Source: an optimization exercise on an open RTL-to-GDS flow (aim: small area, a short achievable clock period and few clock cycles). Production flows keep margins and buffers that such runs may drop. Function was checked by simulation only, so behaviour that the tests miss may differ from the original. Power is estimated from default activity; no workload was simulated.

==> design.v <==
module lm32_adder (
    adder_op_x,
    adder_op_x_n,
    operand_0_x,
    operand_1_x,
    adder_result_x,
    adder_carry_n_x,
    adder_overflow_x
    );
input adder_op_x;                                        
input adder_op_x_n;                                      
input [(32-1):0] operand_0_x;                      
input [(32-1):0] operand_1_x;                      
output [(32-1):0] adder_result_x;                  
wire   [(32-1):0] adder_result_x;
output adder_carry_n_x;                                  
wire   adder_carry_n_x;
output adder_overflow_x;                                 
reg    adder_overflow_x;
wire a_sign;                                             
wire b_sign;                                             
wire result_sign;                                        
lm32_addsub addsub (
    .DataA          (operand_0_x), 
    .DataB          (operand_1_x), 
    .Cin            (adder_op_x), 
    .Add_Sub        (adder_op_x_n), 
    .Result         (adder_result_x), 
    .Cout           (adder_carry_n_x)
    );
assign a_sign = operand_0_x[32-1];
assign b_sign = operand_1_x[32-1];
assign result_sign = adder_result_x[32-1];
always @(*)
begin    
    if  (   (!a_sign & b_sign & result_sign)
         || (a_sign & !b_sign & !result_sign)
        )
        adder_overflow_x = 1'b1;
    else
        adder_overflow_x = 1'b0;
end
endmodule
module lm32_addsub (
    DataA, 
    DataB, 
    Cin, 
    Add_Sub, 
    Result, 
    Cout
    );
input [31:0] DataA;
input [31:0] DataB;
input Cin;
input Add_Sub;
output [31:0] Result;
wire   [31:0] Result;
output Cout;
wire   Cout;
	     wire [32:0] tmp_addResult = DataA + DataB + Cin;
	     wire [32:0] tmp_subResult = DataA - DataB - !Cin;   
	     assign  Result = (Add_Sub == 1) ? tmp_addResult[31:0] : tmp_subResult[31:0];
	     assign  Cout = (Add_Sub == 1) ? tmp_addResult[32] : !tmp_subResult[32];
endmodule
module lm32_logic_op (
    logic_op_x,
    operand_0_x,
    operand_1_x,
    logic_result_x
    );
input [3:0] logic_op_x;
input [(32-1):0] operand_0_x;
input [(32-1):0] operand_1_x;
output [(32-1):0] logic_result_x;
reg    [(32-1):0] logic_result_x;
integer logic_idx;
always @(*)
begin
    for(logic_idx = 0; logic_idx < 32; logic_idx = logic_idx + 1)
        logic_result_x[logic_idx] = logic_op_x[{operand_1_x[logic_idx], operand_0_x[logic_idx]}];
end
endmodule
module lm32_shifter (
    clk_i,
    rst_i,
    stall_x,
    direction_x,
    sign_extend_x,
    operand_0_x,
    operand_1_x,
    shifter_result_m
    );
input clk_i;                                 
input rst_i;                                 
input stall_x;                               
input direction_x;                           
input sign_extend_x;                         
input [(32-1):0] operand_0_x;          
input [(32-1):0] operand_1_x;          
output [(32-1):0] shifter_result_m;    
wire   [(32-1):0] shifter_result_m;
reg direction_m;
wire [32*2-1:0] right_shift_result_x;
reg [(32-1):0] left_shift_result;
reg [(32-1):0] right_shift_result_m;
reg [(32-1):0] left_shift_operand;
wire [(32-1):0] right_shift_operand;
wire fill_value;
wire [(32-1):0] right_shift_in;
integer shift_idx_0;
integer shift_idx_1;
always @(*)
begin
    for (shift_idx_0 = 0; shift_idx_0 < 32; shift_idx_0 = shift_idx_0 + 1)
        left_shift_operand[32-1-shift_idx_0] = operand_0_x[shift_idx_0];
end
assign right_shift_operand = direction_x == 1'b1 ? left_shift_operand : operand_0_x;
assign fill_value = (sign_extend_x == 1'b1) && (direction_x == 1'b0) 
                      ? operand_0_x[32-1] 
                      : 1'b0;
assign right_shift_in = {32{fill_value}};
assign right_shift_result_x = {right_shift_in, right_shift_operand} >> operand_1_x[(5-1):0];
always @(*)
begin
    for (shift_idx_1 = 0; shift_idx_1 < 32; shift_idx_1 = shift_idx_1 + 1)
        left_shift_result[32-1-shift_idx_1] = right_shift_result_m[shift_idx_1];
end
assign shifter_result_m = direction_m == 1'b1 ? left_shift_result : right_shift_result_m;
always @(posedge clk_i )
begin
    if (rst_i == 1'b1)
    begin
        right_shift_result_m <= {32{1'b0}};
        direction_m <= 1'b0;
    end
    else
    begin
        if (stall_x == 1'b0)
        begin
            right_shift_result_m <= right_shift_result_x[(32-1):0];
            direction_m <= direction_x;
        end
    end
end 
endmodule
module lm32_multiplier (
    clk_i,
    rst_i,
    stall_x,
    stall_m,
    operand_0,
    operand_1,
    result
    );
input clk_i;                             
input rst_i;                             
input stall_x;                           
input stall_m;                           
input [(32-1):0] operand_0;     	 
input [(32-1):0] operand_1;     	 
output [(32-1):0] result;       	 
wire   [(32-1):0] result;
reg [((32/2)-1):0] a0, a1, b0, b1;
reg [((32/2)-1):0] c0, c1;
reg [((32/2)-1):0] d1, e1;
reg [((32/2)-1):0] result0, result1;
assign result = {result1, result0};
always @(posedge clk_i )
begin
    if (rst_i == 1'b1)
    begin
        a0 <= {(32/2){1'b0}};
        a1 <= {(32/2){1'b0}};
        b0 <= {(32/2){1'b0}};
        b1 <= {(32/2){1'b0}};
		  c0 <= {(32/2){1'b0}};
		  c1 <= {(32/2){1'b0}};
		  d1 <= {(32/2){1'b0}};
		  e1 <= {(32/2){1'b0}};
        result0 <= {(32/2){1'b0}};
        result1 <= {(32/2){1'b0}};
    end
    else
    begin
        if (stall_x == 1'b0)
        begin    
            {a1, a0} <= operand_0;
            {b1, b0} <= operand_1;
        end
        if (stall_m == 1'b0)
		  begin
            {c1, c0} <= a0 * b0;
				d1 <= a0 * b1;
				e1 <= a1 * b0;
		  end
        result0 <= c0;
		  result1 <= c1 + d1 + e1;
    end
end
endmodule
module lm32_dp_ram(
	clk_i,
	rst_i,
	we_i,
	waddr_i,
	wdata_i,
	raddr_i,
	rdata_o);
parameter addr_width = 32;
parameter addr_depth = 1024;
parameter data_width = 8;
input clk_i;
input rst_i;
input we_i;
input [addr_width-1:0] waddr_i;
input [data_width-1:0] wdata_i;
input [addr_width-1:0] raddr_i;
output [data_width-1:0] rdata_o;
reg [data_width-1:0] ram[addr_depth-1:0];
reg [addr_width-1:0] raddr_r;
assign rdata_o = ram[raddr_r];
always @ (posedge clk_i)
begin
	if (we_i)
		ram[waddr_i] <= wdata_i;
	raddr_r <= raddr_i;
end
endmodule
module lm32_top_medium (
    clk_i,
    rst_i,
    interrupt,
    I_DAT_I,
    I_ACK_I,
    I_ERR_I,
    I_RTY_I,
    D_DAT_I,
    D_ACK_I,
    D_ERR_I,
    D_RTY_I,
    I_DAT_O,
    I_ADR_O,
    I_CYC_O,
    I_SEL_O,
    I_STB_O,
    I_WE_O,
    I_CTI_O,
    I_LOCK_O,
    I_BTE_O,
    D_DAT_O,
    D_ADR_O,
    D_CYC_O,
    D_SEL_O,
    D_STB_O,
    D_WE_O,
    D_CTI_O,
    D_LOCK_O,
    D_BTE_O
    );
parameter eba_reset = 32'h00000000;
parameter sdb_address = 32'h00000000;
input clk_i;
input rst_i;
input [31:0] interrupt;
input [31:0] I_DAT_I;
input I_ACK_I;
input I_ERR_I;
input I_RTY_I;
input [31:0] D_DAT_I;
input D_ACK_I;
input D_ERR_I;
input D_RTY_I;
output [31:0] I_DAT_O;
output [31:0] I_ADR_O;
output I_CYC_O;
output [3:0] I_SEL_O;
output I_STB_O;
output I_WE_O;
output [2:0] I_CTI_O;
output I_LOCK_O;
output [1:0] I_BTE_O;
output [31:0] D_DAT_O;
output [31:0] D_ADR_O;
output D_CYC_O;
output [3:0] D_SEL_O;
output D_STB_O;
output D_WE_O;
output [2:0] D_CTI_O;
output D_LOCK_O;
output [1:0] D_BTE_O;
reg        ireq;             
reg [31:2] iadr;             
reg        ikill;            
reg [31:2] fpc;              
reg        fvalid;           
reg        ibuf_v;           
reg [31:0] ibuf;
reg [31:2] ibuf_pc;
reg        ex_v;             
reg        mem_v;            
reg        mul_v;            
reg [31:0] ir;
reg [31:2] pc_e;
reg [31:0] opa, opb;
reg        e_exc;            
reg        e_load, e_store, e_mul;
reg        ie, eie;
reg [31:0] im, ip;
reg [31:8] eba;
reg [3:0]  edly;
reg [31:0] macc;
reg [31:0] rf [0:31];
wire        iack   = ireq & I_ACK_I;
wire        arrive = iack & ~ikill;
wire [31:0] dinst  = ibuf_v ? ibuf : I_DAT_I;
wire [31:2] dpc    = ibuf_v ? ibuf_pc : iadr;
wire        davail = ibuf_v | arrive;
wire        mem_done  = (ex_v | mem_v) & (e_load | e_store) & D_ACK_I;
wire        ld_done   = mem_done & e_load;
wire        core_free = ~ex_v & ~mul_v & (~mem_v | D_ACK_I);
wire        dec       = davail & core_free;
wire        irq       = ie & (|(ip & im));
wire        dec_irq   = dec & irq;
wire [5:0]  dop = dinst[31:26];
wire [4:0]  dra = dinst[25:21];
wire [4:0]  drb = dinst[20:16];
wire [1:0]  ladr = opa[1:0] + ir[1:0];
reg  [31:0] ld_data;
always @(*)
begin
    casez ({ir[27:26], ladr})
    4'b00_11: ld_data = {{24{ir[28] & D_DAT_I[7]}},  D_DAT_I[7:0]};
    4'b00_10: ld_data = {{24{ir[28] & D_DAT_I[15]}}, D_DAT_I[15:8]};
    4'b00_01: ld_data = {{24{ir[28] & D_DAT_I[23]}}, D_DAT_I[23:16]};
    4'b00_00: ld_data = {{24{ir[28] & D_DAT_I[31]}}, D_DAT_I[31:24]};
    4'b11_1?: ld_data = {{16{ir[28] & D_DAT_I[15]}}, D_DAT_I[15:0]};
    4'b11_0?: ld_data = {{16{ir[28] & D_DAT_I[31]}}, D_DAT_I[31:16]};
    default:  ld_data = D_DAT_I;
    endcase
end
wire [4:0]  e_widx = ir[31] ? ir[15:11] : ir[20:16];
wire        byp_a  = ld_done & (e_widx == dra);
wire        byp_b  = ld_done & (e_widx == drb);
wire [31:0] rfa    = byp_a ? ld_data : rf[dra];
wire [31:0] rfb    = byp_b ? ld_data : rf[drb];
wire d_zext = (dop[4:0] == 5'b01000) | (dop[4:0] == 5'b11100) | (dop[4:0] == 5'b11101)
            | (dop[4:0] == 5'b00001) | (dop[4:0] == 5'b01110) | (dop[4:0] == 5'b01001)
            | (dop[4:0] == 5'b00110);
wire d_hi   = (dop == 6'h18) | (dop == 6'h1e);
wire [31:0] dimm = d_hi ? {dinst[15:0], 16'h0000}
                        : {{16{~d_zext & dinst[15]}}, dinst[15:0]};
wire d_store  = (dop == 6'h03) | (dop == 6'h0c) | (dop == 6'h16);
wire d_condbr = (dop == 6'h11) | (dop == 6'h12) | (dop == 6'h13) | (dop == 6'h14)
              | (dop == 6'h15) | (dop == 6'h17);
wire d_load   = (dop == 6'h04) | (dop == 6'h07) | (dop == 6'h0a) | (dop == 6'h0b) | (dop == 6'h10);
wire d_useimm = ~dop[5] & ~d_store & ~d_condbr;
wire d_breg  = (dop == 6'h30) | (dop == 6'h36);
wire d_redir  = dec & ~irq & d_breg;
wire [5:0]  aop     = I_DAT_I[31:26];
wire        a_jmp   = (aop == 6'h38) | (aop == 6'h3e);
wire        a_cond  = (aop == 6'h11) | (aop == 6'h12) | (aop == 6'h13) | (aop == 6'h14)
                    | (aop == 6'h15) | (aop == 6'h17);
wire        a_take  = a_cond & (I_DAT_I[15] | (aop == 6'h17));
wire        a_fall  = a_cond & ~I_DAT_I[15] & (aop == 6'h11);
wire        a_stop  = (a_cond & ~a_take & ~a_fall) | (aop == 6'h30) | (aop == 6'h36) | (aop == 6'h2b);
wire [31:2] a_off   = a_jmp ? {{4{I_DAT_I[25]}}, I_DAT_I[25:0]}
                            : a_take ? {{14{I_DAT_I[15]}}, I_DAT_I[15:0]} : 30'd1;
wire [31:2] a_next  = iadr + a_off;
wire [5:0]  op = ir[31:26];
wire        e_condbr = (op == 6'h11) | (op == 6'h12) | (op == 6'h13) | (op == 6'h14)
                     | (op == 6'h15) | (op == 6'h17);
wire        e_sub  = (op == 6'h32) | (op[4:0] == 5'b11001) | (op[4:0] == 5'b11010)
                   | (op[4:0] == 5'b11011) | (op[4:0] == 5'b11100) | (op[4:0] == 5'b11101)
                   | (op[4:0] == 5'b11111) | e_condbr;
wire [32:0] sum    = {1'b0, opa} + {1'b0, e_sub ? ~opb : opb} + {32'd0, e_sub};
wire        eq     = (opa == opb);
wire        ovf    = (opa[31] == ~opb[31]) & (sum[31] != opa[31]);
wire        ge_s   = sum[31] == ovf;
wire        ge_u   = sum[32];
reg         cond;
always @(*)
begin
    case (ir[28:26])
    3'b001:  cond = eq;
    3'b111:  cond = ~eq;
    3'b010:  cond = ge_s & ~eq;
    3'b011:  cond = ge_s;
    3'b100:  cond = ge_u;
    3'b101:  cond = ge_u & ~eq;
    default: cond = 1'b1;
    endcase
end
wire        sh_left = (op[4:0] == 5'b01111);
wire        sh_arith = (op[4:0] == 5'b00101);
wire [31:0] sh_rev;
genvar k;
generate
for (k = 0; k < 32; k = k + 1)
begin : g_rev
    assign sh_rev[k] = opa[31-k];
end
endgenerate
wire [31:0] sh_x   = sh_left ? sh_rev : opa;
wire [63:0] sh_ext = {{32{sh_arith & opa[31]}}, sh_x};
wire [31:0] sh_y   = sh_ext >> opb[4:0];
wire [31:0] sh_out;
generate
for (k = 0; k < 32; k = k + 1)
begin : g_sho
    assign sh_out[k] = sh_left ? sh_y[31-k] : sh_y[k];
end
endgenerate
wire [31:0] lg;
generate
for (k = 0; k < 32; k = k + 1)
begin : g_lg
    assign lg[k] = op[{opb[k], opa[k]}];
end
endgenerate
wire [31:0] sext = ir[27] ? {{16{opa[15]}}, opa[15:0]} : {{24{opa[7]}}, opa[7:0]};
reg  [31:0] csr_rd;
always @(*)
begin
    case (ir[24:21])
    4'h0:    csr_rd = {29'd0, 1'b0, eie, ie};
    4'h1:    csr_rd = im;
    4'h2:    csr_rd = ip;
    4'h6:    csr_rd = {6'h02, 4'd0, 4'd0, 6'd32, 8'd0, 4'b1101};
    4'h7:    csr_rd = {eba, 8'h00};
    4'hb:    csr_rd = sdb_address;
    default: csr_rd = 32'd0;
    endcase
end
wire        o_logic = (op[4:0] == 5'b01000) | (op == 6'h18) | (op[4:0] == 5'b00001)
                    | (op[4:0] == 5'b01110) | (op == 6'h1e) | (op[4:0] == 5'b00110)
                    | (op[4:0] == 5'b01001);
wire        o_cmp   = (op[4:0] == 5'b11001) | (op[4:0] == 5'b11010) | (op[4:0] == 5'b11011)
                    | (op[4:0] == 5'b11100) | (op[4:0] == 5'b11101) | (op[4:0] == 5'b11111);
wire        o_shift = sh_left | sh_arith | (op[4:0] == 5'b00000);
wire        o_sext  = (op == 6'h2c) | (op == 6'h37);
wire        o_rcsr  = (op == 6'h24);
wire        o_wcsr  = (op == 6'h34);
wire        o_call  = (op == 6'h36) | (op == 6'h3e);
wire        o_raise = (op == 6'h2b);
wire        o_scall = o_raise & ir[2];
wire        o_bra   = (op == 6'h30) | (op == 6'h38) | e_condbr;
wire        o_eret  = (op == 6'h30) & (ir[25:21] == 5'd30);
wire [31:2] pc_inc = pc_e + 30'd1;
wire [31:2] br_tgt = pc_e + {{14{ir[15]}}, ir[15:0]};
reg  [31:0] ex_res;
always @(*)
begin
    if (e_exc | o_scall)
        ex_res = {pc_e, 2'b00};
    else if (o_call)
        ex_res = {pc_inc, 2'b00};
    else if (o_rcsr)
        ex_res = csr_rd;
    else if (o_sext)
        ex_res = sext;
    else if (o_logic)
        ex_res = lg;
    else if (o_cmp)
        ex_res = {31'd0, cond};
    else if (o_shift)
        ex_res = sh_out;
    else
        ex_res = sum[31:0];
end
wire [15:0] mul_b   = mul_v ? opb[31:16] : opb[15:0];
wire [31:0] mul_p   = opa * mul_b;
wire [31:0] mul_res = {macc[31:16] + mul_p[15:0], macc[15:0]};
wire        ex_wen  = ex_v & (e_exc | o_scall |
                              ~(o_bra | o_raise | e_store | o_wcsr | e_load | e_mul));
wire        wen     = ex_wen | mul_v | ld_done;
wire [4:0]  widx    = (e_exc | o_scall) ? 5'd30 : o_call ? 5'd29 : e_widx;
wire [31:0] wdata   = ld_done ? ld_data : mul_v ? mul_res : ex_res;
always @(posedge clk_i)
    if (wen)
        rf[widx] <= wdata;
wire        p_take  = e_condbr & (ir[15] | (op == 6'h17));
wire        p_fall  = e_condbr & ~ir[15] & (op == 6'h11);
wire        exc     = ex_v & (e_exc | o_scall);
wire        br_red  = ex_v & ~e_exc & e_condbr &
                      ((~p_take & ~p_fall) | (p_take & ~cond) | (p_fall & cond));
wire        brk_red = ex_v & ~e_exc & o_raise & ~ir[2];
wire        ex_red  = exc | br_red | brk_red;
wire [31:2] ex_tgt  = exc ? {eba, e_exc ? 3'd6 : 3'd7, 3'b000}
                          : (e_condbr & cond) ? br_tgt : pc_inc;
wire [31:0] ea = opa + {{16{ir[15]}}, ir[15:0]};
reg  [3:0]  bsel;
always @(*)
begin
    casez ({ir[27:26], ea[1:0]})
    4'b00_11: bsel = 4'b0001;
    4'b00_10: bsel = 4'b0010;
    4'b00_01: bsel = 4'b0100;
    4'b00_00: bsel = 4'b1000;
    4'b11_1?: bsel = 4'b0011;
    4'b11_0?: bsel = 4'b1100;
    default:  bsel = 4'b1111;
    endcase
end
wire d_act = (ex_v | mem_v) & (e_load | e_store);
assign D_STB_O  = d_act;
assign D_CYC_O  = d_act;
assign D_ADR_O  = ea;
assign D_WE_O   = e_store;
assign D_SEL_O  = bsel;
assign D_DAT_O  = (ir[27:26] == 2'b00) ? {4{opb[7:0]}}
                : (ir[27:26] == 2'b11) ? {2{opb[15:0]}} : opb;
assign D_CTI_O  = 3'b111;
assign D_LOCK_O = 1'b0;
assign D_BTE_O  = 2'b00;
assign I_STB_O  = ireq;
assign I_CYC_O  = ireq;
assign I_ADR_O  = {iadr, 2'b00};
assign I_DAT_O  = 32'd0;
assign I_SEL_O  = 4'b1111;
assign I_WE_O   = 1'b0;
assign I_CTI_O  = 3'b111;
assign I_LOCK_O = 1'b0;
assign I_BTE_O  = 2'b00;
wire ex_v_n  = dec;
wire mem_v_n = (ex_v | mem_v) & (e_load | e_store) & ~D_ACK_I;
wire mul_v_n = ex_v & e_mul;
reg        ireq_n, ikill_n, fvalid_n, ibuf_v_n;
reg [31:2] fpc_n, iadr_n;
reg        ibuf_ld;
always @(*)
begin
    ireq_n   = ireq;
    ikill_n  = ikill;
    iadr_n   = iadr;
    fpc_n    = fpc;
    fvalid_n = fvalid;
    ibuf_ld  = 1'b0;
    ibuf_v_n = ibuf_v & ~dec;
    if (iack)
    begin
        ireq_n  = 1'b0;
        ikill_n = 1'b0;
    end
    if (arrive)
    begin
        if (ibuf_v & ~dec)
        begin
            fpc_n    = iadr;
            fvalid_n = 1'b1;
        end
        else
        begin
            fpc_n    = a_next;
            fvalid_n = ~a_stop;
            if (ibuf_v | ~dec)
            begin
                ibuf_ld  = 1'b1;
                ibuf_v_n = 1'b1;
            end
        end
    end
    if (ex_red | d_redir)
    begin
        fpc_n    = ex_red ? ex_tgt : rfa[31:2];
        fvalid_n = 1'b1;
        ibuf_v_n = 1'b0;
        if (ireq & ~I_ACK_I)
            ikill_n = 1'b1;
    end
    if (~ireq_n & fvalid_n & (~ibuf_v_n | (~ex_v_n & ~mul_v_n)))
    begin
        ireq_n   = 1'b1;
        iadr_n   = fpc_n;
        fvalid_n = 1'b0;
        ikill_n  = 1'b0;
    end
end
always @(posedge clk_i)
begin
    if (rst_i)
    begin
        ireq   <= 1'b0;
        ikill  <= 1'b0;
        iadr   <= 30'd0;
        fpc    <= 30'd0;
        fvalid <= 1'b1;
        ibuf_v <= 1'b0;
        ex_v   <= 1'b0;
        mem_v  <= 1'b0;
        mul_v  <= 1'b0;
        e_load <= 1'b0;
        e_store <= 1'b0;
        e_mul  <= 1'b0;
        e_exc  <= 1'b0;
    end
    else
    begin
        ireq   <= ireq_n;
        ikill  <= ikill_n;
        iadr   <= iadr_n;
        fpc    <= fpc_n;
        fvalid <= fvalid_n;
        ibuf_v <= ibuf_v_n;
        ex_v   <= ex_v_n;
        mem_v  <= mem_v_n;
        mul_v  <= mul_v_n;
        if (dec)
        begin
            e_exc   <= irq;
            e_load  <= ~irq & d_load;
            e_store <= ~irq & d_store;
            e_mul   <= ~irq & (dop[4:0] == 5'b00010);
        end
    end
end
always @(posedge clk_i)
begin
    if (ibuf_ld)
    begin
        ibuf    <= I_DAT_I;
        ibuf_pc <= iadr;
    end
    if (dec)
    begin
        ir   <= dinst;
        pc_e <= dpc;
        opa  <= rfa;
        opb  <= d_useimm ? dimm : rfb;
    end
    if (ex_v)
        macc <= mul_p;
end
always @(posedge clk_i)
begin
    if (rst_i)
    begin
        ie   <= 1'b0;
        eie  <= 1'b0;
        im   <= 32'd0;
        ip   <= 32'd0;
        eba  <= eba_reset[31:8];
        edly <= 4'd0;
    end
    else
    begin
        ip <= ip | interrupt;
        if (edly != 4'd0)
            edly <= edly - 4'd1;
        if (edly == 4'd1)
            ie <= eie;
        if (exc)
        begin
            eie <= ie;
            ie  <= 1'b0;
        end
        else if (ex_v & o_eret)
            edly <= 4'd11;
        else if (ex_v & o_wcsr)
        begin
            case (ir[24:21])
            4'h0: begin ie <= opb[0]; eie <= opb[1]; end
            4'h1: im <= opb;
            4'h2: ip <= (ip | interrupt) & ~opb;
            4'h7: eba <= opb[31:8];
            default: ;
            endcase
        end
    end
end
endmodule
==> run.sh <==
#!/bin/bash
# synth_recipe.tcl (not shown) runs the flow's synth.tcl, then flattens the netlist and writes it again
# the make line also repeats each setting of config.mk as NAME=value (left out here)
make -C /OpenROAD-flow-scripts/flow DESIGN_CONFIG=/design/flow/config.mk WORK_HOME=/design/flow/orfs CLKGATE_MAP_FILE= SYNTH_SCRIPT=/design/flow/synth_recipe.tcl finish
==> config.mk <==
export PLATFORM = sky130hd
export DESIGN_NAME = lm32_top_medium
export DESIGN_NICKNAME = lm32_top_medium
export VERILOG_FILES = /design/flow/design.v
export SDC_FILE = /design/flow/constraint.sdc
export NUM_CORES = 4
export LEC_CHECK = 0
export CAP_MARGIN = 20
export CORE_MARGIN = 2
export CORE_UTILIZATION = 40
export SLEW_MARGIN = 20
==> constraint.sdc <==
create_clock -name core_clock -period 10.0 [get_ports {clk_i}]
set_input_delay 2.0000 -clock core_clock [delete_from_list [all_inputs] [get_ports {clk_i}]]
set_output_delay 2.0000 -clock core_clock [all_outputs]
set_load 0.01 [all_outputs]
==> run notes <==
-- metal layers --
metal | track usage | vias to the layer above | routed length [um]
li1 | - | 35600 | -
met1 | 0.437 | 41400 | 154000
met2 | 0.505 | 5647 | 176000
met3 | 0.0738 | 1182 | 45800
met4 | 0.192 | 12 | 27900
met5 | 0 | - | 87
-- registers in the layout, summed over array words and instances (netlist names), 30 cells and up, named ones only --
name / flops
macc: 32
im: 32
opa: 32
ip: 32
fpc: 30
opb: 32
pc_e: 30
rf: 1024
iadr: 30
ir: 32
ibuf: 32
ibuf_pc: 30
-- cell type report --
cell class / instances / area, sq um / share of cell area
multi-input cells: 7536 / 48100 / 0.463
flip-flops and latches: 1409 / 40700 / 0.391
repair buffers: 506 / 4690 / 0.0452
clock buffers: 205 / 4370 / 0.0421
well taps: 3026 / 3790 / 0.0364
inverters: 386 / 1490 / 0.0143
clock inverters: 85 / 800 / 0.00769
diodes: 7 / 17.5 / 0.000169
-- per-stage QoR --
step | util | worst slack [ps] | power, mW
floorplan | - | 1210 | 26.6
global placement | 0.428 | 1450 | 35.2
detailed placement | 0.428 | 1360 | 35.2
CTS | 0.451 | 1170 | 41.5
global route | 0.451 | 957 | 44.5
finish | 0.451 | 1230 | 41.8
-- worst max-delay path: stages (launching register included) --
cell	delay, ps
edfxtp_1	890
ha_1	420
a21o_1	180
a21oi_1	260
o21ai_0	200
a41oi_1	1050
nor3_1	190
a2111oi_0	560
o31ai_1	170
a21oi_1	720
nor2b_1	130
or2_2	310
a21oi_1	180
xnor2_1	130
clkdlybuf4s50_1	550
-- placed cells by master, fill, tap and decap left out, types with 22 or more instances in the layout --
cell type / count
nand2_1: 2675
edfxtp_1: 1244
nand3_1: 1097
a21oi_1: 401
inv_1: 376
nor2_1: 335
a311oi_1: 325
fa_1: 309
buf_4: 272
o21ai_0: 228
ha_1: 209
clkdlybuf4s50_1: 201
xnor2_1: 172
and3_1: 166
clkbuf_16: 166
dfxtp_1: 162
mux2i_1: 143
a211oi_1: 130
and2_1: 126
xor2_1: 113
a31oi_1: 96
nor2b_1: 85
mux4_2: 76
nor3_1: 67
a21o_1: 60
mux2_2: 52
conb_1: 51
a22oi_1: 44
o211ai_1: 35
nand2b_1: 32
nor2_4: 32
clkinv_1: 30
clkbuf_1: 30
clkinv_2: 29
o21a_1: 26
a221oi_1: 25
o221ai_1: 24
o31ai_1: 23
a222oi_1: 22
buf_12: 22
-- kinds of logic after synthesis --
logic type / after synthesis / share of synthesized area
mux: 286 / 0.0418
fa+ha+maj: 519 / 0.0949
buf+inv: 1231 / 0.0532
other cells: 2 / 0.0000809
xor+xnor: 285 / 0.0269
flops: 1409 / 0.438
simple gates: 4736 / 0.222
compound gates: 1659 / 0.124
-- how the worst min path moves through the flow --
stage,to
after floorplan,eba[29]$_SDFFE_PP0P_
after global placement,im[29]$_SDFFE_PP0P_
after detailed placement,eba[29]$_SDFFE_PP0P_
after CTS,eba[29]$_SDFFE_PP0P_
after global routing,eba[16]$_SDFFE_PP0P_
final,eba[29]$_SDFFE_PP0P_
-- power by group through the flow --
stage | clock network (mW) | registers (mW) | logic [mW]
2_1_floorplan | 0 | 8.95 | 17.7
3_3_place_gp | 0 | 9.14 | 26.1
3_5_place_dp | 0 | 9.14 | 26.0
4_1_cts | 5.92 | 9.02 | 26.5
5_1_grt | 6.14 | 9.04 | 29.3
6_report | 5.88 | 9.04 | 26.9
==> results.sh <==
export IMPL_numClockSinks=1409
export IMPL_synth_area_leaders="edfxtp_1, nand2_1, fa_1, nand3_1, dfxtp_1"
export IMPL_startpoint="opa[2]$_DFFE_PP_"
export IMPL_hold_viol=0
export IMPL_overflow=0
export IMPL_cp_required_ps=8000
export IMPL_drc=0
export IMPL_cts_resized=0
export IMPL_clk_path_buf_depth=3
export IMPL_ant_nets=0
export IMPL_cts_clk_slew_worst_paths_ps=60
export IMPL_p_sw_mw=19.6
export IMPL_maxCapViolCount=0
export IMPL_finalCriticalPeriod_ps=8770
export IMPL_p_leak_nw=39.1
export IMPL_cts_tree="done"
export IMPL_status="timing/DRC/antenna clean"
export IMPL_grt_pass1_vias=78600
export IMPL_synth_top_cell_area_share=0.402
export IMPL_worstSetupPathType="register to primary output"
export IMPL_io_pin_count=258
export IMPL_reg2reg_to="macc[30]$_DFFE_PP_"
export IMPL_hold_slack_ps=468
export IMPL_netlist_instances=10100
export IMPL_postCtsSetupRepairBufs=0
export IMPL_dp_cells=12900
export IMPL_clockRootBuffer="clkbuf_16"
export IMPL_clock_power_share=0.141
export IMPL_p_sw_frac=0.468
export IMPL_min_period_over_period=0.877
export IMPL_syn_to_final_growth_pct=11.9
export IMPL_die_area_sq_um=236000
export IMPL_power_frac_seq=0.216
export IMPL_powerDensity_nw_per_um2=403
export IMPL_crit_end="D_ADR_O[26]"
export IMPL_netlist_area_sq_um=92900
export IMPL_numPortBuffers=202
export IMPL_die_h_um=486
export IMPL_setup_violations_final=0
export IMPL_cp_end_kind="primary output"
export IMPL_initial_core_util=0.403
export IMPL_hpwl_mm=270
export IMPL_drive_gt1_frac=0.0802
export IMPL_synth_distinct_cells=92
export IMPL_synth_edf_count=1244
export IMPL_yosysMostFrequentCell="nand2_1"
export IMPL_antenna_found_initial=30
export IMPL_cts_hold_buf=0
export IMPL_chipWidth_um=486
export IMPL_fin_cells=13200
export IMPL_async_reset_ff_frac=0
export IMPL_vdd_drop_max_mv=1.08
export IMPL_drtPass1Iterations=8
export IMPL_rsz0062_at_grt="false"
export IMPL_route_vias_total=83800
export IMPL_synth_area_leader_cell="edfxtp_1"
export IMPL_post_dp_cell_area_sq_um=98700
export IMPL_num_rows=176
export IMPL_min_path_cells=2
export IMPL_wire_per_inst_um=30.7
export IMPL_relSlewSlack=0.103
export IMPL_worst_pin_slew_ps=1310
export IMPL_rr_startpoint="mul_v$_SDFF_PP0_"
export IMPL_maxSlewViolCount=0
export IMPL_syn_area_per_cell_sq_um=9.17
export IMPL_synth_main_ff_cell="edfxtp_1"
export IMPL_startpoint_type="register"
export IMPL_yosysSeqAreaShare=0.438
export IMPL_grt_max_degree=138
export IMPL_worstPathMaxFanout=9
export IMPL_crit_arrival_ps=6770
export IMPL_numCtsBuffers=160
export IMPL_yosys_warnings=1
export IMPL_combPwrFrac=0.643
export IMPL_via_per_inst=6.37
export IMPL_tns_ps=0
export IMPL_min_from="eba[29]$_SDFFE_PP0P_"
export IMPL_fill_cells=21700
export IMPL_reg2reg_slack_ps=1270
export IMPL_cts_htree_levels=4
export IMPL_final_area_sq_um=104000
export IMPL_clk_latency_ps=840
export IMPL_intPower_mw=22.3
export IMPL_synth_seq_cells=1409
export IMPL_design_core_area_sq_um=230000
export IMPL_synthTopCellsByCount="nand2_1, edfxtp_1, nand3_1"
export IMPL_hp_class="register to register"
export IMPL_gp_congestion=1.03
export IMPL_grt_first_pass_wirelength_mm=571
export IMPL_grt_total_usage=0.333
export IMPL_reg2reg_depth=26
export IMPL_fmax_mhz=114
export IMPL_postRouteWirelength_mm=405
export IMPL_nets=10600
export IMPL_drt_initial_drc_count=12400
export IMPL_fin_skew_ps=35.2
Testbench counts, summed over its fixed seeds: cycles 146,751.

port drivers added, routing unchanged:
No port has a modelled driver above. Below, the same layout with a new extraction and two added sets of constraints. Step 1 assumes that a clkbuf_16 drives the clock port and a buf_2 every other input. Step 2 times the ports against the registers' clock, not the clock port: input delays grow and output delays shrink by t, the midpoint of the rising clock arrivals with the driver on. a / b / c = ideal / step 1 / step 2; a / b = the first two.
t (ns): 0.911
slack for setup (ns): 1.231 / 1.138 / 1.272
clock arrival spread, ns: 0.035 / 0.036
After both steps setup and hold are still met in this run. The setup slack of this run moves by -0.093 ns with the drivers and by +0.041 ns with both steps.
